Context: an optimization exercise on an open-source flow, tuned for small area and a short achievable clock period. The choices shown serve that exercise and are no tape-out recipe. No functional check of the RTL was part of any run shown here.

`run.sh`:
```
#!/bin/bash
# synth_recipe.tcl (not shown) runs the flow's synth.tcl, then flattens the netlist and writes it again
# the make line also repeats each setting of config.mk as NAME=value (left out here)
make -C /OpenROAD-flow-scripts/flow DESIGN_CONFIG=/design/flow/config.mk WORK_HOME=/design/flow/orfs CLKGATE_MAP_FILE= SYNTH_SCRIPT=/design/flow/synth_recipe.tcl finish
```
`config.mk`:
```
export PLATFORM = sky130hd
export DESIGN_NAME = pe_array_top
export DESIGN_NICKNAME = pe_array_top
export VERILOG_FILES = /design/flow/design.v
export SDC_FILE = /design/flow/constraint.sdc
export NUM_CORES = 8
export LEC_CHECK = 0
export CAP_MARGIN = 20
export CORE_MARGIN = 2
export CORE_UTILIZATION = 40
export SLEW_MARGIN = 20
```
`constraint.sdc`:
```
create_clock -name core_clock -period 10.0 [get_ports {clk}]
set_input_delay 2.0000 -clock core_clock [delete_from_list [all_inputs] [get_ports {clk}]]
set_output_delay 2.0000 -clock core_clock [all_outputs]
set_load 0.01 [all_outputs]
```
`design.v`:
```
module mac_unit(
	input  logic        clk,
	input  logic        rst_n_pe,
	input  logic [7:0]  neg, one, two,
	input  logic        four7,
	input  logic [15:0] weight,
	input  logic [3:0]  conv_prev,
	input  logic        load_product,
	input  logic        add,
	input  logic        fold,
	input  logic        relu,
	input  logic        out_valid,
	output logic [15:0] output_feature
);
	logic [31:0] acc, addend, sum, product;
	booth_mul mul(.neg(neg), .one(one), .two(two), .four7(four7), .w(weight), .p(product));
	assign sum = acc + addend;
	always_ff @(posedge clk) begin
		if (!rst_n_pe) begin
			acc    <= '0;
			addend <= '0;
		end else begin
			if (load_product)
				addend <= product;
			if (add)
				acc <= sum;
			else if (fold)
				acc <= (relu && sum[31]) ? '0 : sum;
		end
	end
	always_comb begin
		case (conv_prev)
			4'd0, 4'd1:              output_feature = acc[31:16];
			4'd2, 4'd3, 4'd6, 4'd15: output_feature = acc[30:15];
			4'd4, 4'd5, 4'd12:       output_feature = acc[29:14];
			4'd13:                   output_feature = acc[25:10];
			4'd14:                   output_feature = acc[27:12];
			default:                 output_feature = acc[28:13];
		endcase
		if (!out_valid) output_feature = '0;
	end
endmodule
module booth_mul(input [7:0] neg, input [7:0] one, input [7:0] two, input four7, input [15:0] w, output [31:0] p);
  wire m1;
  assign m1 = (one[0] & w[0]) | (two[0] & 1'b0);
  wire pp2;
  assign pp2 = m1 ^ neg[0];
  wire m3;
  assign m3 = (one[0] & w[1]) | (two[0] & w[0]);
  wire pp4;
  assign pp4 = m3 ^ neg[0];
  wire m5;
  assign m5 = (one[0] & w[2]) | (two[0] & w[1]);
  wire pp6;
  assign pp6 = m5 ^ neg[0];
  wire m7;
  assign m7 = (one[0] & w[3]) | (two[0] & w[2]);
  wire pp8;
  assign pp8 = m7 ^ neg[0];
  wire m9;
  assign m9 = (one[0] & w[4]) | (two[0] & w[3]);
  wire pp10;
  assign pp10 = m9 ^ neg[0];
  wire m11;
  assign m11 = (one[0] & w[5]) | (two[0] & w[4]);
  wire pp12;
  assign pp12 = m11 ^ neg[0];
  wire m13;
  assign m13 = (one[0] & w[6]) | (two[0] & w[5]);
  wire pp14;
  assign pp14 = m13 ^ neg[0];
  wire m15;
  assign m15 = (one[0] & w[7]) | (two[0] & w[6]);
  wire pp16;
  assign pp16 = m15 ^ neg[0];
  wire m17;
  assign m17 = (one[0] & w[8]) | (two[0] & w[7]);
  wire pp18;
  assign pp18 = m17 ^ neg[0];
  wire m19;
  assign m19 = (one[0] & w[9]) | (two[0] & w[8]);
  wire pp20;
  assign pp20 = m19 ^ neg[0];
  wire m21;
  assign m21 = (one[0] & w[10]) | (two[0] & w[9]);
  wire pp22;
  assign pp22 = m21 ^ neg[0];
  wire m23;
  assign m23 = (one[0] & w[11]) | (two[0] & w[10]);
  wire pp24;
  assign pp24 = m23 ^ neg[0];
  wire m25;
  assign m25 = (one[0] & w[12]) | (two[0] & w[11]);
  wire pp26;
  assign pp26 = m25 ^ neg[0];
  wire m27;
  assign m27 = (one[0] & w[13]) | (two[0] & w[12]);
  wire pp28;
  assign pp28 = m27 ^ neg[0];
  wire m29;
  assign m29 = (one[0] & w[14]) | (two[0] & w[13]);
  wire pp30;
  assign pp30 = m29 ^ neg[0];
  wire m31;
  assign m31 = (one[0] & w[15]) | (two[0] & w[14]);
  wire pp32;
  assign pp32 = m31 ^ neg[0];
  wire m33;
  assign m33 = (one[0] & w[15]) | (two[0] & w[15]);
  wire ps34;
  assign ps34 = ~(m33 ^ neg[0]);
  wire m35;
  assign m35 = (one[1] & w[0]) | (two[1] & 1'b0);
  wire pp36;
  assign pp36 = m35 ^ neg[1];
  wire m37;
  assign m37 = (one[1] & w[1]) | (two[1] & w[0]);
  wire pp38;
  assign pp38 = m37 ^ neg[1];
  wire m39;
  assign m39 = (one[1] & w[2]) | (two[1] & w[1]);
  wire pp40;
  assign pp40 = m39 ^ neg[1];
  wire m41;
  assign m41 = (one[1] & w[3]) | (two[1] & w[2]);
  wire pp42;
  assign pp42 = m41 ^ neg[1];
  wire m43;
  assign m43 = (one[1] & w[4]) | (two[1] & w[3]);
  wire pp44;
  assign pp44 = m43 ^ neg[1];
  wire m45;
  assign m45 = (one[1] & w[5]) | (two[1] & w[4]);
  wire pp46;
  assign pp46 = m45 ^ neg[1];
  wire m47;
  assign m47 = (one[1] & w[6]) | (two[1] & w[5]);
  wire pp48;
  assign pp48 = m47 ^ neg[1];
  wire m49;
  assign m49 = (one[1] & w[7]) | (two[1] & w[6]);
  wire pp50;
  assign pp50 = m49 ^ neg[1];
  wire m51;
  assign m51 = (one[1] & w[8]) | (two[1] & w[7]);
  wire pp52;
  assign pp52 = m51 ^ neg[1];
  wire m53;
  assign m53 = (one[1] & w[9]) | (two[1] & w[8]);
  wire pp54;
  assign pp54 = m53 ^ neg[1];
  wire m55;
  assign m55 = (one[1] & w[10]) | (two[1] & w[9]);
  wire pp56;
  assign pp56 = m55 ^ neg[1];
  wire m57;
  assign m57 = (one[1] & w[11]) | (two[1] & w[10]);
  wire pp58;
  assign pp58 = m57 ^ neg[1];
  wire m59;
  assign m59 = (one[1] & w[12]) | (two[1] & w[11]);
  wire pp60;
  assign pp60 = m59 ^ neg[1];
  wire m61;
  assign m61 = (one[1] & w[13]) | (two[1] & w[12]);
  wire pp62;
  assign pp62 = m61 ^ neg[1];
  wire m63;
  assign m63 = (one[1] & w[14]) | (two[1] & w[13]);
  wire pp64;
  assign pp64 = m63 ^ neg[1];
  wire m65;
  assign m65 = (one[1] & w[15]) | (two[1] & w[14]);
  wire pp66;
  assign pp66 = m65 ^ neg[1];
  wire m67;
  assign m67 = (one[1] & w[15]) | (two[1] & w[15]);
  wire ps68;
  assign ps68 = ~(m67 ^ neg[1]);
  wire m69;
  assign m69 = (one[2] & w[0]) | (two[2] & 1'b0);
  wire pp70;
  assign pp70 = m69 ^ neg[2];
  wire m71;
  assign m71 = (one[2] & w[1]) | (two[2] & w[0]);
  wire pp72;
  assign pp72 = m71 ^ neg[2];
  wire m73;
  assign m73 = (one[2] & w[2]) | (two[2] & w[1]);
  wire pp74;
  assign pp74 = m73 ^ neg[2];
  wire m75;
  assign m75 = (one[2] & w[3]) | (two[2] & w[2]);
  wire pp76;
  assign pp76 = m75 ^ neg[2];
  wire m77;
  assign m77 = (one[2] & w[4]) | (two[2] & w[3]);
  wire pp78;
  assign pp78 = m77 ^ neg[2];
  wire m79;
  assign m79 = (one[2] & w[5]) | (two[2] & w[4]);
  wire pp80;
  assign pp80 = m79 ^ neg[2];
  wire m81;
  assign m81 = (one[2] & w[6]) | (two[2] & w[5]);
  wire pp82;
  assign pp82 = m81 ^ neg[2];
  wire m83;
  assign m83 = (one[2] & w[7]) | (two[2] & w[6]);
  wire pp84;
  assign pp84 = m83 ^ neg[2];
  wire m85;
  assign m85 = (one[2] & w[8]) | (two[2] & w[7]);
  wire pp86;
  assign pp86 = m85 ^ neg[2];
  wire m87;
  assign m87 = (one[2] & w[9]) | (two[2] & w[8]);
  wire pp88;
  assign pp88 = m87 ^ neg[2];
  wire m89;
  assign m89 = (one[2] & w[10]) | (two[2] & w[9]);
  wire pp90;
  assign pp90 = m89 ^ neg[2];
  wire m91;
  assign m91 = (one[2] & w[11]) | (two[2] & w[10]);
  wire pp92;
  assign pp92 = m91 ^ neg[2];
  wire m93;
  assign m93 = (one[2] & w[12]) | (two[2] & w[11]);
  wire pp94;
  assign pp94 = m93 ^ neg[2];
  wire m95;
  assign m95 = (one[2] & w[13]) | (two[2] & w[12]);
  wire pp96;
  assign pp96 = m95 ^ neg[2];
  wire m97;
  assign m97 = (one[2] & w[14]) | (two[2] & w[13]);
  wire pp98;
  assign pp98 = m97 ^ neg[2];
  wire m99;
  assign m99 = (one[2] & w[15]) | (two[2] & w[14]);
  wire pp100;
  assign pp100 = m99 ^ neg[2];
  wire m101;
  assign m101 = (one[2] & w[15]) | (two[2] & w[15]);
  wire ps102;
  assign ps102 = ~(m101 ^ neg[2]);
  wire m103;
  assign m103 = (one[3] & w[0]) | (two[3] & 1'b0);
  wire pp104;
  assign pp104 = m103 ^ neg[3];
  wire m105;
  assign m105 = (one[3] & w[1]) | (two[3] & w[0]);
  wire pp106;
  assign pp106 = m105 ^ neg[3];
  wire m107;
  assign m107 = (one[3] & w[2]) | (two[3] & w[1]);
  wire pp108;
  assign pp108 = m107 ^ neg[3];
  wire m109;
  assign m109 = (one[3] & w[3]) | (two[3] & w[2]);
  wire pp110;
  assign pp110 = m109 ^ neg[3];
  wire m111;
  assign m111 = (one[3] & w[4]) | (two[3] & w[3]);
  wire pp112;
  assign pp112 = m111 ^ neg[3];
  wire m113;
  assign m113 = (one[3] & w[5]) | (two[3] & w[4]);
  wire pp114;
  assign pp114 = m113 ^ neg[3];
  wire m115;
  assign m115 = (one[3] & w[6]) | (two[3] & w[5]);
  wire pp116;
  assign pp116 = m115 ^ neg[3];
  wire m117;
  assign m117 = (one[3] & w[7]) | (two[3] & w[6]);
  wire pp118;
  assign pp118 = m117 ^ neg[3];
  wire m119;
  assign m119 = (one[3] & w[8]) | (two[3] & w[7]);
  wire pp120;
  assign pp120 = m119 ^ neg[3];
  wire m121;
  assign m121 = (one[3] & w[9]) | (two[3] & w[8]);
  wire pp122;
  assign pp122 = m121 ^ neg[3];
  wire m123;
  assign m123 = (one[3] & w[10]) | (two[3] & w[9]);
  wire pp124;
  assign pp124 = m123 ^ neg[3];
  wire m125;
  assign m125 = (one[3] & w[11]) | (two[3] & w[10]);
  wire pp126;
  assign pp126 = m125 ^ neg[3];
  wire m127;
  assign m127 = (one[3] & w[12]) | (two[3] & w[11]);
  wire pp128;
  assign pp128 = m127 ^ neg[3];
  wire m129;
  assign m129 = (one[3] & w[13]) | (two[3] & w[12]);
  wire pp130;
  assign pp130 = m129 ^ neg[3];
  wire m131;
  assign m131 = (one[3] & w[14]) | (two[3] & w[13]);
  wire pp132;
  assign pp132 = m131 ^ neg[3];
  wire m133;
  assign m133 = (one[3] & w[15]) | (two[3] & w[14]);
  wire pp134;
  assign pp134 = m133 ^ neg[3];
  wire m135;
  assign m135 = (one[3] & w[15]) | (two[3] & w[15]);
  wire ps136;
  assign ps136 = ~(m135 ^ neg[3]);
  wire m137;
  assign m137 = (one[4] & w[0]) | (two[4] & 1'b0);
  wire pp138;
  assign pp138 = m137 ^ neg[4];
  wire m139;
  assign m139 = (one[4] & w[1]) | (two[4] & w[0]);
  wire pp140;
  assign pp140 = m139 ^ neg[4];
  wire m141;
  assign m141 = (one[4] & w[2]) | (two[4] & w[1]);
  wire pp142;
  assign pp142 = m141 ^ neg[4];
  wire m143;
  assign m143 = (one[4] & w[3]) | (two[4] & w[2]);
  wire pp144;
  assign pp144 = m143 ^ neg[4];
  wire m145;
  assign m145 = (one[4] & w[4]) | (two[4] & w[3]);
  wire pp146;
  assign pp146 = m145 ^ neg[4];
  wire m147;
  assign m147 = (one[4] & w[5]) | (two[4] & w[4]);
  wire pp148;
  assign pp148 = m147 ^ neg[4];
  wire m149;
  assign m149 = (one[4] & w[6]) | (two[4] & w[5]);
  wire pp150;
  assign pp150 = m149 ^ neg[4];
  wire m151;
  assign m151 = (one[4] & w[7]) | (two[4] & w[6]);
  wire pp152;
  assign pp152 = m151 ^ neg[4];
  wire m153;
  assign m153 = (one[4] & w[8]) | (two[4] & w[7]);
  wire pp154;
  assign pp154 = m153 ^ neg[4];
  wire m155;
  assign m155 = (one[4] & w[9]) | (two[4] & w[8]);
  wire pp156;
  assign pp156 = m155 ^ neg[4];
  wire m157;
  assign m157 = (one[4] & w[10]) | (two[4] & w[9]);
  wire pp158;
  assign pp158 = m157 ^ neg[4];
  wire m159;
  assign m159 = (one[4] & w[11]) | (two[4] & w[10]);
  wire pp160;
  assign pp160 = m159 ^ neg[4];
  wire m161;
  assign m161 = (one[4] & w[12]) | (two[4] & w[11]);
  wire pp162;
  assign pp162 = m161 ^ neg[4];
  wire m163;
  assign m163 = (one[4] & w[13]) | (two[4] & w[12]);
  wire pp164;
  assign pp164 = m163 ^ neg[4];
  wire m165;
  assign m165 = (one[4] & w[14]) | (two[4] & w[13]);
  wire pp166;
  assign pp166 = m165 ^ neg[4];
  wire m167;
  assign m167 = (one[4] & w[15]) | (two[4] & w[14]);
  wire pp168;
  assign pp168 = m167 ^ neg[4];
  wire m169;
  assign m169 = (one[4] & w[15]) | (two[4] & w[15]);
  wire ps170;
  assign ps170 = ~(m169 ^ neg[4]);
  wire m171;
  assign m171 = (one[5] & w[0]) | (two[5] & 1'b0);
  wire pp172;
  assign pp172 = m171 ^ neg[5];
  wire m173;
  assign m173 = (one[5] & w[1]) | (two[5] & w[0]);
  wire pp174;
  assign pp174 = m173 ^ neg[5];
  wire m175;
  assign m175 = (one[5] & w[2]) | (two[5] & w[1]);
  wire pp176;
  assign pp176 = m175 ^ neg[5];
  wire m177;
  assign m177 = (one[5] & w[3]) | (two[5] & w[2]);
  wire pp178;
  assign pp178 = m177 ^ neg[5];
  wire m179;
  assign m179 = (one[5] & w[4]) | (two[5] & w[3]);
  wire pp180;
  assign pp180 = m179 ^ neg[5];
  wire m181;
  assign m181 = (one[5] & w[5]) | (two[5] & w[4]);
  wire pp182;
  assign pp182 = m181 ^ neg[5];
  wire m183;
  assign m183 = (one[5] & w[6]) | (two[5] & w[5]);
  wire pp184;
  assign pp184 = m183 ^ neg[5];
  wire m185;
  assign m185 = (one[5] & w[7]) | (two[5] & w[6]);
  wire pp186;
  assign pp186 = m185 ^ neg[5];
  wire m187;
  assign m187 = (one[5] & w[8]) | (two[5] & w[7]);
  wire pp188;
  assign pp188 = m187 ^ neg[5];
  wire m189;
  assign m189 = (one[5] & w[9]) | (two[5] & w[8]);
  wire pp190;
  assign pp190 = m189 ^ neg[5];
  wire m191;
  assign m191 = (one[5] & w[10]) | (two[5] & w[9]);
  wire pp192;
  assign pp192 = m191 ^ neg[5];
  wire m193;
  assign m193 = (one[5] & w[11]) | (two[5] & w[10]);
  wire pp194;
  assign pp194 = m193 ^ neg[5];
  wire m195;
  assign m195 = (one[5] & w[12]) | (two[5] & w[11]);
  wire pp196;
  assign pp196 = m195 ^ neg[5];
  wire m197;
  assign m197 = (one[5] & w[13]) | (two[5] & w[12]);
  wire pp198;
  assign pp198 = m197 ^ neg[5];
  wire m199;
  assign m199 = (one[5] & w[14]) | (two[5] & w[13]);
  wire pp200;
  assign pp200 = m199 ^ neg[5];
  wire m201;
  assign m201 = (one[5] & w[15]) | (two[5] & w[14]);
  wire pp202;
  assign pp202 = m201 ^ neg[5];
  wire m203;
  assign m203 = (one[5] & w[15]) | (two[5] & w[15]);
  wire ps204;
  assign ps204 = ~(m203 ^ neg[5]);
  wire m205;
  assign m205 = (one[6] & w[0]) | (two[6] & 1'b0);
  wire pp206;
  assign pp206 = m205 ^ neg[6];
  wire m207;
  assign m207 = (one[6] & w[1]) | (two[6] & w[0]);
  wire pp208;
  assign pp208 = m207 ^ neg[6];
  wire m209;
  assign m209 = (one[6] & w[2]) | (two[6] & w[1]);
  wire pp210;
  assign pp210 = m209 ^ neg[6];
  wire m211;
  assign m211 = (one[6] & w[3]) | (two[6] & w[2]);
  wire pp212;
  assign pp212 = m211 ^ neg[6];
  wire m213;
  assign m213 = (one[6] & w[4]) | (two[6] & w[3]);
  wire pp214;
  assign pp214 = m213 ^ neg[6];
  wire m215;
  assign m215 = (one[6] & w[5]) | (two[6] & w[4]);
  wire pp216;
  assign pp216 = m215 ^ neg[6];
  wire m217;
  assign m217 = (one[6] & w[6]) | (two[6] & w[5]);
  wire pp218;
  assign pp218 = m217 ^ neg[6];
  wire m219;
  assign m219 = (one[6] & w[7]) | (two[6] & w[6]);
  wire pp220;
  assign pp220 = m219 ^ neg[6];
  wire m221;
  assign m221 = (one[6] & w[8]) | (two[6] & w[7]);
  wire pp222;
  assign pp222 = m221 ^ neg[6];
  wire m223;
  assign m223 = (one[6] & w[9]) | (two[6] & w[8]);
  wire pp224;
  assign pp224 = m223 ^ neg[6];
  wire m225;
  assign m225 = (one[6] & w[10]) | (two[6] & w[9]);
  wire pp226;
  assign pp226 = m225 ^ neg[6];
  wire m227;
  assign m227 = (one[6] & w[11]) | (two[6] & w[10]);
  wire pp228;
  assign pp228 = m227 ^ neg[6];
  wire m229;
  assign m229 = (one[6] & w[12]) | (two[6] & w[11]);
  wire pp230;
  assign pp230 = m229 ^ neg[6];
  wire m231;
  assign m231 = (one[6] & w[13]) | (two[6] & w[12]);
  wire pp232;
  assign pp232 = m231 ^ neg[6];
  wire m233;
  assign m233 = (one[6] & w[14]) | (two[6] & w[13]);
  wire pp234;
  assign pp234 = m233 ^ neg[6];
  wire m235;
  assign m235 = (one[6] & w[15]) | (two[6] & w[14]);
  wire pp236;
  assign pp236 = m235 ^ neg[6];
  wire m237;
  assign m237 = (one[6] & w[15]) | (two[6] & w[15]);
  wire ps238;
  assign ps238 = ~(m237 ^ neg[6]);
  wire m239;
  assign m239 = (one[7] & w[0]) | (two[7] & 1'b0) | (four7 & 1'b0);
  wire pp240;
  assign pp240 = m239 ^ neg[7];
  wire m241;
  assign m241 = (one[7] & w[1]) | (two[7] & w[0]) | (four7 & 1'b0);
  wire pp242;
  assign pp242 = m241 ^ neg[7];
  wire m243;
  assign m243 = (one[7] & w[2]) | (two[7] & w[1]) | (four7 & w[0]);
  wire pp244;
  assign pp244 = m243 ^ neg[7];
  wire m245;
  assign m245 = (one[7] & w[3]) | (two[7] & w[2]) | (four7 & w[1]);
  wire pp246;
  assign pp246 = m245 ^ neg[7];
  wire m247;
  assign m247 = (one[7] & w[4]) | (two[7] & w[3]) | (four7 & w[2]);
  wire pp248;
  assign pp248 = m247 ^ neg[7];
  wire m249;
  assign m249 = (one[7] & w[5]) | (two[7] & w[4]) | (four7 & w[3]);
  wire pp250;
  assign pp250 = m249 ^ neg[7];
  wire m251;
  assign m251 = (one[7] & w[6]) | (two[7] & w[5]) | (four7 & w[4]);
  wire pp252;
  assign pp252 = m251 ^ neg[7];
  wire m253;
  assign m253 = (one[7] & w[7]) | (two[7] & w[6]) | (four7 & w[5]);
  wire pp254;
  assign pp254 = m253 ^ neg[7];
  wire m255;
  assign m255 = (one[7] & w[8]) | (two[7] & w[7]) | (four7 & w[6]);
  wire pp256;
  assign pp256 = m255 ^ neg[7];
  wire m257;
  assign m257 = (one[7] & w[9]) | (two[7] & w[8]) | (four7 & w[7]);
  wire pp258;
  assign pp258 = m257 ^ neg[7];
  wire m259;
  assign m259 = (one[7] & w[10]) | (two[7] & w[9]) | (four7 & w[8]);
  wire pp260;
  assign pp260 = m259 ^ neg[7];
  wire m261;
  assign m261 = (one[7] & w[11]) | (two[7] & w[10]) | (four7 & w[9]);
  wire pp262;
  assign pp262 = m261 ^ neg[7];
  wire m263;
  assign m263 = (one[7] & w[12]) | (two[7] & w[11]) | (four7 & w[10]);
  wire pp264;
  assign pp264 = m263 ^ neg[7];
  wire m265;
  assign m265 = (one[7] & w[13]) | (two[7] & w[12]) | (four7 & w[11]);
  wire pp266;
  assign pp266 = m265 ^ neg[7];
  wire m267;
  assign m267 = (one[7] & w[14]) | (two[7] & w[13]) | (four7 & w[12]);
  wire pp268;
  assign pp268 = m267 ^ neg[7];
  wire m269;
  assign m269 = (one[7] & w[15]) | (two[7] & w[14]) | (four7 & w[13]);
  wire pp270;
  assign pp270 = m269 ^ neg[7];
  wire m271;
  assign m271 = (one[7] & w[15]) | (two[7] & w[15]) | (four7 & w[14]);
  wire pp272;
  assign pp272 = m271 ^ neg[7];
  wire m273;
  assign m273 = (one[7] & w[15]) | (two[7] & w[15]) | (four7 & w[15]);
  wire pp274;
  assign pp274 = m273 ^ neg[7];
  wire s275;
  wire c276;
  assign s275 = pp22 ^ pp52;
  assign c276 = pp22 & pp52;
  wire s277;
  wire c278;
  assign s277 = pp24 ^ pp54;
  assign c278 = pp24 & pp54;
  wire s279;
  wire c280;
  assign s279 = pp26 ^ pp56 ^ pp86;
  assign c280 = (pp26 & pp56) | (pp26 & pp86) | (pp56 & pp86);
  wire s281;
  wire c282;
  assign s281 = pp116 ^ pp146;
  assign c282 = pp116 & pp146;
  wire s283;
  wire c284;
  assign s283 = pp28 ^ pp58 ^ pp88;
  assign c284 = (pp28 & pp58) | (pp28 & pp88) | (pp58 & pp88);
  wire s285;
  wire c286;
  assign s285 = pp118 ^ pp148;
  assign c286 = pp118 & pp148;
  wire s287;
  wire c288;
  assign s287 = pp30 ^ pp60 ^ pp90;
  assign c288 = (pp30 & pp60) | (pp30 & pp90) | (pp60 & pp90);
  wire s289;
  wire c290;
  assign s289 = pp120 ^ pp150 ^ pp180;
  assign c290 = (pp120 & pp150) | (pp120 & pp180) | (pp150 & pp180);
  wire s291;
  wire c292;
  assign s291 = pp210 ^ pp240;
  assign c292 = pp210 & pp240;
  wire s293;
  wire c294;
  assign s293 = pp32 ^ pp62 ^ pp92;
  assign c294 = (pp32 & pp62) | (pp32 & pp92) | (pp62 & pp92);
  wire s295;
  wire c296;
  assign s295 = pp122 ^ pp152 ^ pp182;
  assign c296 = (pp122 & pp152) | (pp122 & pp182) | (pp152 & pp182);
  wire s297;
  wire c298;
  assign s297 = pp212 ^ pp242;
  assign c298 = pp212 & pp242;
  wire s299;
  wire c300;
  assign s299 = ps34 ^ pp64 ^ pp94;
  assign c300 = (ps34 & pp64) | (ps34 & pp94) | (pp64 & pp94);
  wire s301;
  wire c302;
  assign s301 = pp124 ^ pp154 ^ pp184;
  assign c302 = (pp124 & pp154) | (pp124 & pp184) | (pp154 & pp184);
  wire s303;
  wire c304;
  assign s303 = pp214 ^ pp244 ^ 1'b1;
  assign c304 = (pp214 & pp244) | (pp214 & 1'b1) | (pp244 & 1'b1);
  wire s305;
  wire c306;
  assign s305 = pp66 ^ pp96 ^ pp126;
  assign c306 = (pp66 & pp96) | (pp66 & pp126) | (pp96 & pp126);
  wire s307;
  wire c308;
  assign s307 = pp156 ^ pp186 ^ pp216;
  assign c308 = (pp156 & pp186) | (pp156 & pp216) | (pp186 & pp216);
  wire s309;
  wire c310;
  assign s309 = pp246 ^ 1'b1;
  assign c310 = pp246 & 1'b1;
  wire s311;
  wire c312;
  assign s311 = ps68 ^ pp98 ^ pp128;
  assign c312 = (ps68 & pp98) | (ps68 & pp128) | (pp98 & pp128);
  wire s313;
  wire c314;
  assign s313 = pp158 ^ pp188 ^ pp218;
  assign c314 = (pp158 & pp188) | (pp158 & pp218) | (pp188 & pp218);
  wire s315;
  wire c316;
  assign s315 = pp100 ^ pp130 ^ pp160;
  assign c316 = (pp100 & pp130) | (pp100 & pp160) | (pp130 & pp160);
  wire s317;
  wire c318;
  assign s317 = pp190 ^ pp220;
  assign c318 = pp190 & pp220;
  wire s319;
  wire c320;
  assign s319 = ps102 ^ pp132 ^ pp162;
  assign c320 = (ps102 & pp132) | (ps102 & pp162) | (pp132 & pp162);
  wire s321;
  wire c322;
  assign s321 = pp134 ^ pp164;
  assign c322 = pp134 & pp164;
  wire s323;
  wire c324;
  assign s323 = pp14 ^ pp44;
  assign c324 = pp14 & pp44;
  wire s325;
  wire c326;
  assign s325 = pp16 ^ pp46;
  assign c326 = pp16 & pp46;
  wire s327;
  wire c328;
  assign s327 = pp18 ^ pp48 ^ pp78;
  assign c328 = (pp18 & pp48) | (pp18 & pp78) | (pp48 & pp78);
  wire s329;
  wire c330;
  assign s329 = pp108 ^ pp138;
  assign c330 = pp108 & pp138;
  wire s331;
  wire c332;
  assign s331 = pp20 ^ pp50 ^ pp80;
  assign c332 = (pp20 & pp50) | (pp20 & pp80) | (pp50 & pp80);
  wire s333;
  wire c334;
  assign s333 = pp110 ^ pp140;
  assign c334 = pp110 & pp140;
  wire s335;
  wire c336;
  assign s335 = s275 ^ pp82 ^ pp112;
  assign c336 = (s275 & pp82) | (s275 & pp112) | (pp82 & pp112);
  wire s337;
  wire c338;
  assign s337 = pp142 ^ pp172 ^ neg[5];
  assign c338 = (pp142 & pp172) | (pp142 & neg[5]) | (pp172 & neg[5]);
  wire s339;
  wire c340;
  assign s339 = c276 ^ s277 ^ pp84;
  assign c340 = (c276 & s277) | (c276 & pp84) | (s277 & pp84);
  wire s341;
  wire c342;
  assign s341 = pp114 ^ pp144 ^ pp174;
  assign c342 = (pp114 & pp144) | (pp114 & pp174) | (pp144 & pp174);
  wire s343;
  wire c344;
  assign s343 = c278 ^ s279 ^ s281;
  assign c344 = (c278 & s279) | (c278 & s281) | (s279 & s281);
  wire s345;
  wire c346;
  assign s345 = pp176 ^ pp206 ^ neg[6];
  assign c346 = (pp176 & pp206) | (pp176 & neg[6]) | (pp206 & neg[6]);
  wire s347;
  wire c348;
  assign s347 = c280 ^ c282 ^ s283;
  assign c348 = (c280 & c282) | (c280 & s283) | (c282 & s283);
  wire s349;
  wire c350;
  assign s349 = s285 ^ pp178 ^ pp208;
  assign c350 = (s285 & pp178) | (s285 & pp208) | (pp178 & pp208);
  wire s351;
  wire c352;
  assign s351 = c284 ^ c286 ^ s287;
  assign c352 = (c284 & c286) | (c284 & s287) | (c286 & s287);
  wire s353;
  wire c354;
  assign s353 = s289 ^ s291 ^ neg[7];
  assign c354 = (s289 & s291) | (s289 & neg[7]) | (s291 & neg[7]);
  wire s355;
  wire c356;
  assign s355 = c288 ^ c290 ^ c292;
  assign c356 = (c288 & c290) | (c288 & c292) | (c290 & c292);
  wire s357;
  wire c358;
  assign s357 = s293 ^ s295 ^ s297;
  assign c358 = (s293 & s295) | (s293 & s297) | (s295 & s297);
  wire s359;
  wire c360;
  assign s359 = c294 ^ c296 ^ c298;
  assign c360 = (c294 & c296) | (c294 & c298) | (c296 & c298);
  wire s361;
  wire c362;
  assign s361 = s299 ^ s301 ^ s303;
  assign c362 = (s299 & s301) | (s299 & s303) | (s301 & s303);
  wire s363;
  wire c364;
  assign s363 = c300 ^ c302 ^ c304;
  assign c364 = (c300 & c302) | (c300 & c304) | (c302 & c304);
  wire s365;
  wire c366;
  assign s365 = s305 ^ s307 ^ s309;
  assign c366 = (s305 & s307) | (s305 & s309) | (s307 & s309);
  wire s367;
  wire c368;
  assign s367 = c306 ^ c308 ^ c310;
  assign c368 = (c306 & c308) | (c306 & c310) | (c308 & c310);
  wire s369;
  wire c370;
  assign s369 = s311 ^ s313 ^ pp248;
  assign c370 = (s311 & s313) | (s311 & pp248) | (s313 & pp248);
  wire s371;
  wire c372;
  assign s371 = c312 ^ c314 ^ s315;
  assign c372 = (c312 & c314) | (c312 & s315) | (c314 & s315);
  wire s373;
  wire c374;
  assign s373 = s317 ^ pp250 ^ 1'b1;
  assign c374 = (s317 & pp250) | (s317 & 1'b1) | (pp250 & 1'b1);
  wire s375;
  wire c376;
  assign s375 = c316 ^ c318 ^ s319;
  assign c376 = (c316 & c318) | (c316 & s319) | (c318 & s319);
  wire s377;
  wire c378;
  assign s377 = pp192 ^ pp222 ^ pp252;
  assign c378 = (pp192 & pp222) | (pp192 & pp252) | (pp222 & pp252);
  wire s379;
  wire c380;
  assign s379 = c320 ^ s321 ^ pp194;
  assign c380 = (c320 & s321) | (c320 & pp194) | (s321 & pp194);
  wire s381;
  wire c382;
  assign s381 = pp224 ^ pp254 ^ 1'b1;
  assign c382 = (pp224 & pp254) | (pp224 & 1'b1) | (pp254 & 1'b1);
  wire s383;
  wire c384;
  assign s383 = c322 ^ ps136 ^ pp166;
  assign c384 = (c322 & ps136) | (c322 & pp166) | (ps136 & pp166);
  wire s385;
  wire c386;
  assign s385 = pp196 ^ pp226 ^ pp256;
  assign c386 = (pp196 & pp226) | (pp196 & pp256) | (pp226 & pp256);
  wire s387;
  wire c388;
  assign s387 = pp168 ^ pp198 ^ pp228;
  assign c388 = (pp168 & pp198) | (pp168 & pp228) | (pp198 & pp228);
  wire s389;
  wire c390;
  assign s389 = pp258 ^ 1'b1;
  assign c390 = pp258 & 1'b1;
  wire s391;
  wire c392;
  assign s391 = ps170 ^ pp200 ^ pp230;
  assign c392 = (ps170 & pp200) | (ps170 & pp230) | (pp200 & pp230);
  wire s393;
  wire c394;
  assign s393 = pp202 ^ pp232;
  assign c394 = pp202 & pp232;
  wire s395;
  wire c396;
  assign s395 = pp10 ^ pp40;
  assign c396 = pp10 & pp40;
  wire s397;
  wire c398;
  assign s397 = pp12 ^ pp42;
  assign c398 = pp12 & pp42;
  wire s399;
  wire c400;
  assign s399 = s323 ^ pp74 ^ pp104;
  assign c400 = (s323 & pp74) | (s323 & pp104) | (pp74 & pp104);
  wire s401;
  wire c402;
  assign s401 = c324 ^ s325 ^ pp76;
  assign c402 = (c324 & s325) | (c324 & pp76) | (s325 & pp76);
  wire s403;
  wire c404;
  assign s403 = c326 ^ s327 ^ s329;
  assign c404 = (c326 & s327) | (c326 & s329) | (s327 & s329);
  wire s405;
  wire c406;
  assign s405 = c328 ^ c330 ^ s331;
  assign c406 = (c328 & c330) | (c328 & s331) | (c330 & s331);
  wire s407;
  wire c408;
  assign s407 = c332 ^ c334 ^ s335;
  assign c408 = (c332 & c334) | (c332 & s335) | (c334 & s335);
  wire s409;
  wire c410;
  assign s409 = c336 ^ c338 ^ s339;
  assign c410 = (c336 & c338) | (c336 & s339) | (c338 & s339);
  wire s411;
  wire c412;
  assign s411 = c340 ^ c342 ^ s343;
  assign c412 = (c340 & c342) | (c340 & s343) | (c342 & s343);
  wire s413;
  wire c414;
  assign s413 = c344 ^ c346 ^ s347;
  assign c414 = (c344 & c346) | (c344 & s347) | (c346 & s347);
  wire s415;
  wire c416;
  assign s415 = c348 ^ c350 ^ s351;
  assign c416 = (c348 & c350) | (c348 & s351) | (c350 & s351);
  wire s417;
  wire c418;
  assign s417 = c352 ^ c354 ^ s355;
  assign c418 = (c352 & c354) | (c352 & s355) | (c354 & s355);
  wire s419;
  wire c420;
  assign s419 = c356 ^ c358 ^ s359;
  assign c420 = (c356 & c358) | (c356 & s359) | (c358 & s359);
  wire s421;
  wire c422;
  assign s421 = c360 ^ c362 ^ s363;
  assign c422 = (c360 & c362) | (c360 & s363) | (c362 & s363);
  wire s423;
  wire c424;
  assign s423 = c364 ^ c366 ^ s367;
  assign c424 = (c364 & c366) | (c364 & s367) | (c366 & s367);
  wire s425;
  wire c426;
  assign s425 = c368 ^ c370 ^ s371;
  assign c426 = (c368 & c370) | (c368 & s371) | (c370 & s371);
  wire s427;
  wire c428;
  assign s427 = c372 ^ c374 ^ s375;
  assign c428 = (c372 & c374) | (c372 & s375) | (c374 & s375);
  wire s429;
  wire c430;
  assign s429 = c376 ^ c378 ^ s379;
  assign c430 = (c376 & c378) | (c376 & s379) | (c378 & s379);
  wire s431;
  wire c432;
  assign s431 = c380 ^ c382 ^ s383;
  assign c432 = (c380 & c382) | (c380 & s383) | (c382 & s383);
  wire s433;
  wire c434;
  assign s433 = c384 ^ c386 ^ s387;
  assign c434 = (c384 & c386) | (c384 & s387) | (c386 & s387);
  wire s435;
  wire c436;
  assign s435 = c388 ^ c390 ^ s391;
  assign c436 = (c388 & c390) | (c388 & s391) | (c390 & s391);
  wire s437;
  wire c438;
  assign s437 = c392 ^ s393 ^ pp262;
  assign c438 = (c392 & s393) | (c392 & pp262) | (s393 & pp262);
  wire s439;
  wire c440;
  assign s439 = c394 ^ ps204 ^ pp234;
  assign c440 = (c394 & ps204) | (c394 & pp234) | (ps204 & pp234);
  wire s441;
  wire c442;
  assign s441 = pp236 ^ pp266;
  assign c442 = pp236 & pp266;
  wire s443;
  wire c444;
  assign s443 = pp6 ^ pp36;
  assign c444 = pp6 & pp36;
  wire s445;
  wire c446;
  assign s445 = pp8 ^ pp38;
  assign c446 = pp8 & pp38;
  wire s447;
  wire c448;
  assign s447 = s395 ^ pp70 ^ neg[2];
  assign c448 = (s395 & pp70) | (s395 & neg[2]) | (pp70 & neg[2]);
  wire s449;
  wire c450;
  assign s449 = c396 ^ s397 ^ pp72;
  assign c450 = (c396 & s397) | (c396 & pp72) | (s397 & pp72);
  wire s451;
  wire c452;
  assign s451 = c398 ^ s399 ^ neg[3];
  assign c452 = (c398 & s399) | (c398 & neg[3]) | (s399 & neg[3]);
  wire s453;
  wire c454;
  assign s453 = c400 ^ s401 ^ pp106;
  assign c454 = (c400 & s401) | (c400 & pp106) | (s401 & pp106);
  wire s455;
  wire c456;
  assign s455 = c402 ^ s403 ^ neg[4];
  assign c456 = (c402 & s403) | (c402 & neg[4]) | (s403 & neg[4]);
  wire s457;
  wire c458;
  assign s457 = c404 ^ s405 ^ s333;
  assign c458 = (c404 & s405) | (c404 & s333) | (s405 & s333);
  wire s459;
  wire c460;
  assign s459 = c406 ^ s407 ^ s337;
  assign c460 = (c406 & s407) | (c406 & s337) | (s407 & s337);
  wire s461;
  wire c462;
  assign s461 = c408 ^ s409 ^ s341;
  assign c462 = (c408 & s409) | (c408 & s341) | (s409 & s341);
  wire s463;
  wire c464;
  assign s463 = c410 ^ s411 ^ s345;
  assign c464 = (c410 & s411) | (c410 & s345) | (s411 & s345);
  wire s465;
  wire c466;
  assign s465 = c412 ^ s413 ^ s349;
  assign c466 = (c412 & s413) | (c412 & s349) | (s413 & s349);
  wire s467;
  wire c468;
  assign s467 = c414 ^ s415 ^ s353;
  assign c468 = (c414 & s415) | (c414 & s353) | (s415 & s353);
  wire s469;
  wire c470;
  assign s469 = c416 ^ s417 ^ s357;
  assign c470 = (c416 & s417) | (c416 & s357) | (s417 & s357);
  wire s471;
  wire c472;
  assign s471 = c418 ^ s419 ^ s361;
  assign c472 = (c418 & s419) | (c418 & s361) | (s419 & s361);
  wire s473;
  wire c474;
  assign s473 = c420 ^ s421 ^ s365;
  assign c474 = (c420 & s421) | (c420 & s365) | (s421 & s365);
  wire s475;
  wire c476;
  assign s475 = c422 ^ s423 ^ s369;
  assign c476 = (c422 & s423) | (c422 & s369) | (s423 & s369);
  wire s477;
  wire c478;
  assign s477 = c424 ^ s425 ^ s373;
  assign c478 = (c424 & s425) | (c424 & s373) | (s425 & s373);
  wire s479;
  wire c480;
  assign s479 = c426 ^ s427 ^ s377;
  assign c480 = (c426 & s427) | (c426 & s377) | (s427 & s377);
  wire s481;
  wire c482;
  assign s481 = c428 ^ s429 ^ s381;
  assign c482 = (c428 & s429) | (c428 & s381) | (s429 & s381);
  wire s483;
  wire c484;
  assign s483 = c430 ^ s431 ^ s385;
  assign c484 = (c430 & s431) | (c430 & s385) | (s431 & s385);
  wire s485;
  wire c486;
  assign s485 = c432 ^ s433 ^ s389;
  assign c486 = (c432 & s433) | (c432 & s389) | (s433 & s389);
  wire s487;
  wire c488;
  assign s487 = c434 ^ s435 ^ pp260;
  assign c488 = (c434 & s435) | (c434 & pp260) | (s435 & pp260);
  wire s489;
  wire c490;
  assign s489 = c436 ^ s437 ^ 1'b1;
  assign c490 = (c436 & s437) | (c436 & 1'b1) | (s437 & 1'b1);
  wire s491;
  wire c492;
  assign s491 = c438 ^ s439 ^ pp264;
  assign c492 = (c438 & s439) | (c438 & pp264) | (s439 & pp264);
  wire s493;
  wire c494;
  assign s493 = c440 ^ s441 ^ 1'b1;
  assign c494 = (c440 & s441) | (c440 & 1'b1) | (s441 & 1'b1);
  wire s495;
  wire c496;
  assign s495 = c442 ^ ps238 ^ pp268;
  assign c496 = (c442 & ps238) | (c442 & pp268) | (ps238 & pp268);
  wire s497;
  wire c498;
  assign s497 = pp270 ^ 1'b1;
  assign c498 = pp270 & 1'b1;
  wire s499;
  wire c500;
  assign s499 = pp272 ^ 1'b1;
  assign c500 = pp272 & 1'b1;
  wire s501;
  wire c502;
  assign s501 = pp274 ^ 1'b1;
  assign c502 = pp274 & 1'b1;
  assign p = {c500, c498, c496, c494, c492, c490, c488, c486, c484, c482, c480, c478, c476, c474, c472, c470, c468, c466, c464, c462, c460, c458, c456, c454, c452, c450, c448, c446, c444, s443, pp4, pp2} + {s501, s499, s497, s495, s493, s491, s489, s487, s485, s483, s481, s479, s477, s475, s473, s471, s469, s467, s465, s463, s461, s459, s457, s455, s453, s451, s449, s447, s445, neg[1], 1'b0, neg[0]};
endmodule
module pe_array #(parameter NPE = 4)(
	input  logic              clk,
	input  logic              rst_n_pe,
	input  logic              weight_valid,
	input  logic              feature_valid,
	input  logic [15:0]       feature_in,      
	input  logic [NPE*16-1:0] weight_in,       
	input  logic [3:0]        conv_num,
	output logic [NPE*16-1:0] output_feature,
	input  logic              relu_en,
	input  logic              partial_en
);
	localparam logic [1:0] IDLE = 2'd0, BIAS = 2'd1, FOLD = 2'd2, OUT = 2'd3;
	logic [1:0] state;
	logic [3:0] conv_prev;
	logic       relu_prev, keep_prev;
	logic       mac_step, bias_step, bias_load;
	logic [7:0] neg, one, two;
	logic       four7;
	logic [7:0] f_neg, f_one, f_two, b_one, b_two;
	logic       b_four7, keep;
	logic [NPE*16-1:0] weight;
	assign mac_step  = (state == IDLE) & feature_valid & weight_valid;
	assign bias_step = (state == IDLE) & ~feature_valid & weight_valid;
	assign bias_load = bias_step & rst_n_pe;
	booth_enc enc(.f(feature_in), .neg(f_neg), .one(f_one), .two(f_two));
	always_comb begin
		logic [4:0] sh;
		logic       zero;
		keep = 1'b0;
		zero = 1'b0;
		sh = 5'd0;
		if (partial_en) begin
			case (conv_num)
				4'd0, 4'd1:                     sh = 5'd16;
				4'd2, 4'd3, 4'd6:               sh = 5'd15;
				4'd4, 4'd5, 4'd12:              sh = 5'd14;
				4'd7, 4'd8, 4'd9, 4'd10, 4'd11: sh = 5'd13;
				default:                        keep = 1'b1;
			endcase
		end else begin
			case (conv_num)
				4'd0, 4'd12:                    sh = 5'd9;
				4'd1:                           sh = 5'd6;
				4'd2, 4'd10:                    sh = 5'd3;
				4'd3, 4'd9:                     sh = 5'd2;
				4'd4, 4'd5, 4'd6, 4'd8:         sh = 5'd1;
				4'd7:                           zero = 1'b1;
				4'd11:                          sh = 5'd4;
				default:                        sh = 5'd0;
			endcase
		end
		for (int j = 0; j < 8; j++) begin
			b_one[j] = ~zero & ~keep & (sh == 5'(2 * j));
			b_two[j] = ~zero & ~keep & (sh == 5'(2 * j + 1));
		end
		b_four7 = ~keep & (sh == 5'd16);
	end
	always_ff @(posedge clk) begin
		conv_prev <= conv_num;
		relu_prev <= relu_en;
		keep_prev <= keep;
		if (bias_load) begin
			neg <= '0; one <= b_one; two <= b_two; four7 <= b_four7;
		end else begin
			neg <= f_neg; one <= f_one; two <= f_two; four7 <= 1'b0;
			weight <= weight_in;
		end
		if (!rst_n_pe)
			state <= IDLE;
		else case (state)
			IDLE: if (bias_step) state <= BIAS;
			BIAS: state <= FOLD;
			default: state <= OUT;
		endcase
	end
	for (genvar i = 0; i < NPE; i++) begin : mac
		mac_unit u(
			.clk(clk),
			.rst_n_pe(rst_n_pe),
			.neg(neg), .one(one), .two(two), .four7(four7),
			.weight(weight[i*16 +: 16]),
			.conv_prev(conv_prev),
			.load_product(mac_step | (state == BIAS && !keep_prev)),
			.add(mac_step | bias_step),
			.fold(state == FOLD),
			.relu(relu_prev),
			.out_valid(state == OUT),
			.output_feature(output_feature[i*16 +: 16])
		);
	end
endmodule
module booth_enc(input logic [15:0] f, output logic [7:0] neg, output logic [7:0] one,
                 output logic [7:0] two);
	logic [16:0] fx;
	assign fx = {f, 1'b0};
	always_comb
		for (int j = 0; j < 8; j++) begin
			neg[j] = fx[2*j+2] & ~(fx[2*j+1] & fx[2*j]);
			one[j] = fx[2*j+1] ^ fx[2*j];
			two[j] = (fx[2*j+2] & ~fx[2*j+1] & ~fx[2*j]) | (~fx[2*j+2] & fx[2*j+1] & fx[2*j]);
		end
endmodule
module onchip_read_master_weight #(parameter NPE = 4)(
	input  logic        clk,
	input  logic        rst_n,
	output logic [16:0] addr_read,
	output logic [NPE*2-1:0] byteenable,
	output logic        read,
	input  logic        wait_request,
	input  logic        readdatavalid,
	output logic        chipselect,
	input  logic [16:0] addr_read_input,
	input  logic        read_en_input,
	output logic        data_valid,
	output logic        readdatavalid_out
);
	logic state;         
	logic read_en_reg;
	logic xfer;
	assign byteenable = {(NPE*2){1'b1}};
	assign readdatavalid_out = readdatavalid;
	assign xfer = readdatavalid & ~wait_request;
	always_ff @(posedge clk) begin
		if (rst_n) addr_read <= addr_read_input;
	end
	always_ff @(posedge clk) begin
		if (!rst_n) begin
			state       <= 1'b0;
			data_valid  <= 1'b0;
			read        <= 1'b0;
			chipselect  <= 1'b0;
			read_en_reg <= 1'b0;
		end else begin
			read_en_reg <= read_en_input;
			data_valid  <= state & xfer;
			chipselect  <= read_en_reg & (~state | xfer);
			if (!state && read_en_reg) read <= 1'b1;
			if (!state) state <= read_en_reg;
			else if (xfer && !read_en_reg) state <= 1'b0;
		end
	end
endmodule
module onchip_read_master_input(
	input  logic        clk,
	input  logic        rst_n,
	output logic [16:0] addr_read,
	output logic [1:0]  byteenable,
	output logic        read,
	input  logic        wait_request,
	input  logic        readdatavalid,
	output logic        chipselect,
	input  logic [16:0] addr_read_input,
	input  logic        read_en_input,
	output logic        data_valid,
	output logic        readdatavalid_out
);
	logic state;         
	logic read_en_reg;
	logic xfer;
	assign byteenable = 2'b11;
	assign readdatavalid_out = readdatavalid;
	assign xfer = readdatavalid & ~wait_request;
	always_ff @(posedge clk) begin
		if (rst_n) addr_read <= addr_read_input;
	end
	always_ff @(posedge clk) begin
		if (!rst_n) begin
			state       <= 1'b0;
			data_valid  <= 1'b0;
			read        <= 1'b0;
			chipselect  <= 1'b0;
			read_en_reg <= 1'b0;
		end else begin
			read_en_reg <= read_en_input;
			data_valid  <= state & xfer;
			chipselect  <= read_en_reg & (~state | xfer);
			if (!state && read_en_reg) read <= 1'b1;
			if (!state) state <= read_en_reg;
			else if (xfer && !read_en_reg) state <= 1'b0;
		end
	end
endmodule
module p1024_to_s16 #(parameter NPE = 4)(
	input  logic            clk,
	input  logic            rst_n,
	input  logic [NPE*16-1:0] datain_pe,
	input  logic            input_en_control,
	input  logic [14:0]     addr_in_control,
	input  logic            pool_en,
	input  logic            output_en,
	output logic [15:0]     writedata_output,
	output logic [14:0]     address_output,
	output logic            write_output,
	input  logic            waitrequest_output,
	output logic [1:0]      byteenable_output,
	output logic            chipselect
);
	localparam logic [2:0] IDLE = 3'd0, POOL_INIT = 3'd1, POOL = 3'd2, OUT0 = 3'd3;
	localparam logic [2:0] OUTN = OUT0 + NPE;
	logic [2:0]  state;
	logic [NPE*16-1:0] buffer, buffer_out;
	logic [14:0] address_output_in;
	assign byteenable_output = 2'b11;
	assign write_output = 1'b1;
	assign chipselect = 1'b0;
	always_ff @(posedge clk) begin
		if (state == IDLE && input_en_control) begin
			buffer <= datain_pe;
			address_output_in <= addr_in_control;
		end else if (state >= OUT0 && state != OUTN && output_en && !waitrequest_output)
			address_output_in <= address_output_in + 15'd2;
	end
	always_ff @(posedge clk) begin
		if (!rst_n) begin
			state <= IDLE;
			buffer_out <= '0;
			address_output <= '0;
			writedata_output <= '0;
		end else begin
			case (state)
				IDLE: if (input_en_control) state <= POOL_INIT;
				POOL_INIT: state <= POOL;
				POOL: begin
					for (int k = 0; k < NPE; k++)
						if (!pool_en || $signed(buffer[k*16 +: 16]) > $signed(buffer_out[k*16 +: 16]))
							buffer_out[k*16 +: 16] <= buffer[k*16 +: 16];
					state <= OUT0;
				end
				default: begin
					if (!output_en)
						state <= IDLE;
					else if (!waitrequest_output) begin
						if (state == OUTN)
							state <= IDLE;
						else begin
							address_output   <= address_output_in;
							writedata_output <= buffer_out[15:0];
							buffer_out       <= buffer_out >> 16;
							state            <= state + 3'd1;
						end
					end
				end
			endcase
		end
	end
endmodule
module pe_array_top #(parameter NPE = 4)
                   (input logic clk,
                    input logic rst_n,
                    input logic rst_n_pe,
                    input logic [3:0] conv_num,
                    input logic partial_en_control,
                    input logic [NPE*16-1:0]data_readw_weight,
                    input logic [15:0]data_readi_input,
                    output logic [15:0]data_write_output,
                    output logic [16:0]addr_readi_input,
                    output logic [16:0]addr_readw_weight,
                    output logic [14:0]addr_write_output,
                    output logic [1:0]byteenable_readi_input,
                    output logic [NPE*2-1:0]byteenable_readw_weight,
		            output logic [1:0]byteenable_write_output,
                    input logic [16:0]addr_readi_control,
                    input logic [16:0]addr_readw_control,
                    input logic [14:0]addr_write_control,
                    input logic pool_en_control,
                    input logic relu_en_control,
                    input logic output_en_control,
		            input logic waitrequest_output,
		            input logic waitrequest_input,
		            input logic waitrequest_weight,
                    input logic en_write_control,
                    input logic en_readi_control,
                    input logic en_readw_control,
                    input logic readdatavalid_input,
                    input logic readdatavalid_weight,
                    output logic write_output,
                    output logic read_readw_weight,
                    output logic read_readi_input,
                    output logic chipselect_input,
                    output logic chipselect_weight,
                    output logic chipselect_output,
                    output logic readdatavalid_out_input,
                    output logic readdatavalid_out_weight
                    );
logic[NPE*16-1:0]data_write_pe;
logic data_valid_readi_pe;
logic data_valid_readw_pe;
p1024_to_s16 #(.NPE(NPE)) pts(.clk(clk),
			 	.rst_n(rst_n),
				.datain_pe(data_write_pe),
				.input_en_control(en_write_control),
				.addr_in_control(addr_write_control),
				.writedata_output(data_write_output),
				.address_output(addr_write_output),
				.write_output(write_output),
				.waitrequest_output(waitrequest_output),
				.byteenable_output(byteenable_write_output),
				.chipselect(chipselect_output),
				.pool_en(pool_en_control),
				.output_en(output_en_control)
                );
onchip_read_master_weight #(.NPE(NPE)) master_to_weight_bias(.clk(clk),
                                         .addr_read(addr_readw_weight),
                                         .byteenable(byteenable_readw_weight),
                                         .read(read_readw_weight),
					                     .wait_request(waitrequest_weight),
                                         .addr_read_input(addr_readw_control),
                                         .read_en_input(en_readw_control),
                                         .rst_n(rst_n),
                                         .readdatavalid(readdatavalid_weight),
                                         .data_valid(data_valid_readw_pe),
                                         .chipselect(chipselect_weight),
                                         .readdatavalid_out(readdatavalid_out_weight)
                                         );
onchip_read_master_input master_to_input(.clk(clk),
                                   .addr_read(addr_readi_input),
                                   .byteenable(byteenable_readi_input),
                                   .read(read_readi_input),
				   				   .wait_request(waitrequest_input),
                                   .addr_read_input(addr_readi_control),
                                   .read_en_input(en_readi_control),
                                   .rst_n(rst_n),
                                   .readdatavalid(readdatavalid_input),
                                   .data_valid(data_valid_readi_pe),
                                   .chipselect(chipselect_input),
                                   .readdatavalid_out(readdatavalid_out_input)
                                   );
pe_array #(.NPE(NPE)) array(.clk(clk),
               .rst_n_pe(rst_n_pe),
               .feature_valid(data_valid_readi_pe),
	       	   .weight_valid(data_valid_readw_pe),
               .feature_in(data_readi_input),
               .conv_num(conv_num),
               .output_feature(data_write_pe),
               .weight_in(data_readw_weight),
               .relu_en(relu_en_control),
               .partial_en(partial_en_control));
endmodule 
```
==> run summary, run 1 <==
post-route insts no fill=7983; count of endpoints failing setup in the final report=0; share of post-route cells with drive strength above 1=4.77%; area of the multi-input gates=about 38000 um2; ys flop type=dfxtp_1; fillcell total=13300; CP Launch Point=array.neg[0]$_SDFF_PP0_; RePlAce Congestion=0.888; Yosys cell types=90; Die Ht=376 um; Bufs on Longest Clock Path=3; Final Max Tran Viols=0; clock skew=0.0295 ns; share of Yosys cell area claimed by the top area cell type=roughly 14%; drt first pass iters=9; post-placement worst setup slack=3.62 ns; Tmin final=6.44 ns; Root Buffer=clkbuf_16; Slew HR=25.4%; Max-cap violations=0; CP Launch Type=flip-flop; die area=approximately 140000 um2; Synth area leader=dfxtp_1; antenna-violating nets left=0; Largest regs=array.mac.u.acc x128, array.mac.u.addend x128; post_cts resized=0; largest net degree at the start of global routing=76; Final Hold Fails=0; Min-Delay Path Class=flip-flop to flip-flop; TNS Setup=0 ns; Core Area=approximately 140000 um2; Placed Cells=7847; initial antenna violation count=1; crit path DAT=6.95 ns; Vias/cell=5.75; hold_ws=0.451 ns; Area Overhead vs Synth=10.2%; outcome=timing/DRC/antenna clean; Clk Latency, worst-skew pair=between 0.6 and 0.7 ns; highest clock rate=155 MHz; Async SR Flop Fraction=0%; Worst R2R Start=array.neg[0]$_SDFF_PP0_; H-tree depth=3; Worst EP required=around 11 ns; Final Cycle Share=64.4%; RSZ-0062 raised after global routing=false; Iter 0 DRT Violations=4489; hold_sp=master_to_weight_bias.read_en_reg$_SDFF_PN0_; CTS Hold Bufs=0; Cell Area, Placed=58300 um2; Sequential Area=about 13000 um2; Tot GR Track Use=about 22%; die width=376 um; CTS buffer count=74; Avg Inst Size Synth=slightly below 9 um2; Seq/Total Area, Yosys=24.0%; CP max FO=56; first-pass GRT wire length=253000 um; number of flops mapped to enable cells by yosys=around 180; ANT cells=0; CP Class=flip-flop to flip-flop; number of setup buffers added after CTS=0; Core Util, Final=between 40% and 50%; total gr overflow=0; cells after synthesis=6276; I/O Pins=233; Initial Util=40.2%; CTS tree=yes; final worst slack=between 3 and 4 ns; vias in the first global route=44400; final wirelength=roughly 160000 um; DPL Wire Length=~110000 um; # DRC=0; CP Capture Type=flip-flop; Area contributors post-synth=dfxtp_1, fa_1, edfxtp_1; Worst Tran Pin Value=1.12 ns; num rows=136; synth warn=6; Yosys reg bits=574; input/output buffers=218; clock slew at the register clock pins of the worst setup and hold paths=0.06 ns; clock sink count=574; Finished Cell Area=between 60000 and 70000 um2; drt wl/cell=19.8 um; post-layout net count=7035; Mapped Area=55200 um2; via count=45900
-- cells by family (layout without fill, tap and decap cells) --
logic type / after synthesis / in the layout / share of synthesized area, %
compound gates: 1888 / 1888 / 24.2
xor+xnor: 749 / 749 / 11.9
fa+ha+maj: 758 / 758 / 21.7
buf+inv: 1063 / 964 / 7.38
flops: 574 / 574 / 24.0
mux: 46 / 46 / 0.886
other cells: 2 / 14 / 0.0136
simple gates: 1196 / 1196 / 9.90
-- synth_stat cells (13+ instances only) --
cell / number
buf_2: 13
xnor2_1: 492
buf_1: 73
a21o_1: 149
o21bai_1: 39
inv_1: 547
o21a_1: 39
a211oi_1: 99
mux2_2: 23
nor3b_1: 19
clkbuf_1: 408
or2_2: 15
a22oi_1: 428
nor2b_1: 38
or3_1: 35
a222oi_1: 56
mux2i_1: 23
fa_1: 336
a31oi_1: 92
o211ai_1: 22
o21ai_0: 145
nand4_1: 37
a21oi_1: 405
buf_4: 19
nand3_1: 72
a221oi_1: 68
o31ai_1: 13
o21ai_1: 14
dfxtp_1: 397
ha_1: 422
o22ai_1: 13
edfxtp_1: 177
xor2_1: 257
and3_1: 28
a22o_1: 188
nor2_1: 263
nor3_1: 53
nand2b_1: 35
nand2_1: 534
and2_1: 21
-- critical path, stage by stage, from the launching register on --
cell,delay (ns)
dfxtp_4,0.56
buf_4,0.85
xnor2_1,0.25
fa_1,0.49
fa_1,0.55
inv_1,0.05
fa_1,0.47
inv_1,0.05
fa_1,0.41
ha_1,0.39
a21o_1,0.21
a21o_1,0.19
a21oi_1,0.14
nor2b_1,0.07
a211oi_1,0.30
o21ai_0,0.22
a2111oi_1,0.58
o31ai_1,0.19
xnor2_1,0.15
o21ai_0,0.09
-- placed cells by master (no fill, tap or decap), types with 145 or more instances in the layout --
master / Yosys / final
xor2_1: 257 / 257
a22o_1: 188 / 188
a21o_1: 149 / 149
ha_1: 422 / 422
clkdlybuf4s50_1: 0 / 216
nor2_1: 263 / 261
xnor2_1: 492 / 492
fa_1: 336 / 336
nand2_1: 534 / 532
inv_1: 547 / 545
o21ai_0: 145 / 145
dfxtp_1: 397 / 372
a21oi_1: 405 / 404
edfxtp_1: 177 / 177
a22oi_1: 428 / 428
-- routing by layer --
| layer | part of all wire, % | up-vias | track usage [%] | wire length (um) |
|---|---|---|---|---|
| li1 | - | 21900 | - | - |
| met1 | 48 | 21800 | 32.8 | 76600 |
| met2 | 41 | 1847 | 32.1 | 64400 |
| met3 | 8.2 | 267 | 4.46 | 13000 |
| met4 | 2.8 | 0 | 6.01 | 4510 |
| met5 | 0 | - | 0 | 0 |
-- area by class of cell --
cell class | count | share of cell area, %
clock buffers | 98 | 3.40
clock inverters | 38 | 0.837
inverters | 550 | 3.40
multi-input cells | 4651 | 62.5
flip-flops and latches | 574 | 21.9
well taps | 1794 | 3.69
repair buffers | 278 | 4.31
-- worst paths after layout --
check,cells after the start,slack [ns],end
hold / removal,2,0.45,master_to_weight_bias.chipselect$_SDFF_PN0_
setup reg to reg,19,3.56,array.mac[0].u.addend[30]$_SDFFE_PN0P_
hold reg to reg,2,0.45,master_to_weight_bias.chipselect$_SDFF_PN0_
setup / recovery,19,3.56,array.mac[0].u.addend[30]$_SDFFE_PN0P_
==> inputs of run 2 (changes only) <==
--- a/config.mk
+++ b/config.mk
@@ -9,3 +9,4 @@
 export CORE_MARGIN = 2
 export CORE_UTILIZATION = 40
+export SETUP_SLACK_MARGIN = 5
 export SLEW_MARGIN = 20
==> run 2 against run 1 <==
Compared with the run above:
- still clean on timing, DRC and antenna
- global-route usage grew 3.7 points
- wire length increased by 19%
- clock skew rose by 0.0095 ns
- maximum frequency is 20% higher
- synthesized area unchanged
- sequential cell count is the same
- clock-buffer cell count grew 4
- critical path type unchanged
==> run summary, run 2 <==
outcome=timing/DRC/antenna clean (unchanged); vias in the first global route=47500 (was 44400); most common cell in the synthesized netlist=inv_1 (unchanged); Tmin final=5.37 ns (was 6.44 ns); Mapped Area=55200 um2 (unchanged); top cells by count, synth=inv_1, nand2_1, xnor2_1 (unchanged); Core Area=137000 um2 (unchanged); Die Ht=376 um (unchanged); Cell Area, Placed=58500 um2 (was 58300 um2); Area contributors post-synth=dfxtp_1, fa_1, edfxtp_1 (unchanged); M3 GR Usage=5.31% (was 4.46%); Yosys cell types=90 (unchanged); XOR/XNOR Fraction of Synth Area=11.9% (unchanged); drt first pass iters=10 (was 9); number of flops mapped to enable cells by yosys=177 (unchanged); Area Overhead vs Synth=22.4% (was 10.2%); die area=141000 um2 (unchanged); Yosys reg bits=574 (unchanged); adder-cell share of the synthesized area=21.7% (unchanged); antenna-violating nets left=0 (unchanged); Bufs on Longest Clock Path=3 (unchanged); H-tree depth=3 (unchanged); CP Class=flip-flop to flip-flop (unchanged); Tot GR Track Use=25.7% (was 22.0%); via count=49500 (was 45900); ys flop type=dfxtp_1 (unchanged); Top Usage Layer GRT=met2 (was met1); share of Yosys cell area claimed by the top area cell type=14.4% (unchanged); cells after synthesis=6276 (unchanged); Seq/Total Area, Yosys=24.0% (unchanged); clock slew at the register clock pins of the worst setup and hold paths=0.06 ns (about the same); post-layout net count=7441 (was 7035); Min-Delay Path Class=flip-flop to flip-flop (unchanged); clock skew=0.0390 ns (was 0.0295 ns); synth warn=6 (unchanged); commonest non-fill, non-tap cells in the layout=nand2_1, inv_1, xnor2_1, ha_1, dfxtp_1 (was inv_1, nand2_1, xnor2_1, a22oi_1, ha_1); Largest regs=array.mac.u.acc x128, array.mac.u.addend x128 (unchanged); share of post-route cells with drive strength above 1=15.6% (was 4.77%); I/O Pins=233 (unchanged); die width=376 um (unchanged); RSZ-0062 raised after global routing=true (was false); Worst Tran Pin Value=1.03 ns (was 1.12 ns); Synth area leader=dfxtp_1 (unchanged); initial antenna violation count=1 (unchanged); Crit-path slowest cell=edfxtp_1 (was buf_4); Final Cycle Share=53.7% (was 64.4%); met2 usage=38.2% (was 32.1%); hold_ws=0.452 ns (was 0.451 ns); Crit path largest cell delay=0.82 ns (was 0.85 ns); Vias/cell=5.91 (was 5.75); highest clock rate=186 MHz (was 155 MHz); Initial Util=40.2% (unchanged); CTS tree=yes (unchanged); CP Launch Type=flip-flop (unchanged); Finished Cell Area=67600 um2 (was 60900 um2); met1 Resource Use GR=35.0% (was 32.8%); final wirelength=188000 um (was 158000 um); # DRC=0 (unchanged); largest net degree at the start of global routing=89 (was 76); count of endpoints failing setup in the final report=0 (unchanged); TNS Setup=0 ns (unchanged); RePlAce Congestion=0.883 (was 0.888); post-synthesis mux area share=0.886% (unchanged); Root Buffer=clkbuf_16 (unchanged); drt wl/cell=22.4 um (was 19.8 um); CP max FO=17 (was 56); DPL Wire Length=114000 um (was 111000 um); cells along the critical path=a22oi_1, xnor2_1, ha_1, inv_1, fa_1, inv_1, fa_2, ha_1, a21o_1, a21o_1, a211oi_4, buf_4, a2111oi_2, o41ai_2, a31oi_2, a221o_1, buf_4, buf_6, a31oi_4, nand4_1, o211ai_1 (was buf_4, xnor2_1, fa_1, fa_1, inv_1, fa_1, inv_1, fa_1, ha_1, a21o_1, a21o_1, a21oi_1, nor2b_1, a211oi_1, o21ai_0, a2111oi_1, o31ai_1, xnor2_1, o21ai_0); Slew HR=31.1% (was 25.4%); most common library cell in the layout ignoring fill and taps=nand2_1 (was inv_1); CTS Hold Bufs=0 (unchanged); Clk Latency, worst-skew pair=0.69 ns (was 0.68 ns); Avg Inst Size Synth=8.80 um2 (unchanged); Final Max Tran Viols=0 (unchanged); largest family of logic cells by synthesized area=compound AO/OA/AOI/OAI gates (unchanged); Async SR Flop Fraction=0% (unchanged); Synth Area in Simple Gates=9.90% (unchanged); clock sink count=574 (unchanged); crit path DAT=5.96 ns (was 6.95 ns); Worst EP required=10.59 ns (was 10.51 ns); CP Capture Type=flip-flop (unchanged); first-pass GRT wire length=286000 um (was 253000 um); CTS buffer count=72 (was 74); Compound-Gate Fraction of Synth Area=24.2% (unchanged); num rows=136 (unchanged); Max-cap violations=0 (unchanged); Iter 0 DRT Violations=5955 (was 4489); total gr overflow=0 (unchanged); input/output buffers=218 (unchanged); Final Hold Fails=0 (unchanged)
-- run 2: cell count changes in the layout (fill, tap and decap cells not counted), moves of 40 or more --
| cell | delta |
|---|---|
| buf_6 | +60 |
| buf_4 | +257 |
| ha_4 | +41 |
| ha_1 | -45 |
| buf_12 | +40 |
| a22oi_2 | +70 |
| a21oi_1 | -47 |
| a22oi_1 | -70 |
-- run 2: repair_timing --
item	4_1_cts	5_1_grt
resized for setup	351	219
setup endpoints to repair	86	72
pin swaps	179	209
setup buffers	326	58
gates cloned	21	2
-- run 2: cells by family after synthesis --
kind of cell	after synthesis
other	2
xor gates and xnor gates	749
muxes	46
DFF	574
and+or+nand+nor	1196
adders and majority gates	758
buffers and inverters	1063
AOI/OAI and AO/OA	1888
-- run 2: final cells by class --
class                      instances  area (um2)
clock buffer                     102        2060
clock inverter                    29         324
multi-input combinational       4651       40200
sequential                       574       13400
fill                           12600       69700
timing repair buffer             686        7350
antenna                            1        2.50
inverter                         550        2080
tap                             1794        2240
-- run 2: path summary, 6_finish.rpt --
check	slack, ns	to	startpoint	cells past startpoint
worst max-delay path	4.63	array.mac[3].u.addend[28]$_SDFFE_PN0P_	array.weight[49]$_DFFE_PN_	21
worst max register to register	4.63	array.mac[3].u.addend[28]$_SDFFE_PN0P_	array.weight[49]$_DFFE_PN_	21
worst min register to register	0.45	pts.address_output[3]$_SDFFE_PN0P_	pts.address_output[3]$_SDFFE_PN0P_	2
worst min-delay path	0.45	pts.address_output[3]$_SDFFE_PN0P_	pts.address_output[3]$_SDFFE_PN0P_	2
-- run 2: metal layers --
layer	up-vias	share of wire [%]
li1	22800	-
met1	23600	43
met2	2603	42
met3	613	9.3
met4	0	6.0
met5	-	0
-- run 2: worst max-delay path, delay by kind of cell (launching register included) --
family	cells	cell delay, ns
fa+ha+maj	4	1.37
compound gates	10	2.08
xor+xnor	1	0.28
buf+inv	5	0.61
flops	1	0.82
simple gates	1	0.10
-- run 2: through the flow --
step                worst slack, ns  std cells  util [%]
floorplan                      4.87       6288         -
global placement               3.66       7846      42.6
detailed placement             3.56       7847      42.6
CTS                            4.65       8325      48.1
global route                   4.45       8386      49.2
finish                         4.63       8387      49.2

## static timing again, ports no longer ideal
The flow's constraints put no driver on any port. The routed layouts listed below were extracted and timed again, unchanged, in two steps.
Step 1 sets driving cells, clkbuf_16 on the clock port and buf_2 on the other inputs (assumed; they add their load-dependent delay and slew).
Step 2 times the ports against the registers' clock, not the clock port: input delays grow and output delays shrink by t, the midpoint of the rising clock arrivals with the driver on.
Slacks: ideal ports / drivers / drivers and shift; pairs: ideal ports / drivers.
| run | t, ns | setup slack, ns | worst slew at a driven data input, ns | pins driven straight from the clock port |
|---|---|---|---|---|
| run 1 | 0.743 | 3.561 / 3.561 / 3.561 | 0.10 | 1 |
| run 2 | 0.749 | 4.631 / 4.631 / 4.631 | 0.07 | 1 |
After both steps setup and hold are still met in every run listed.
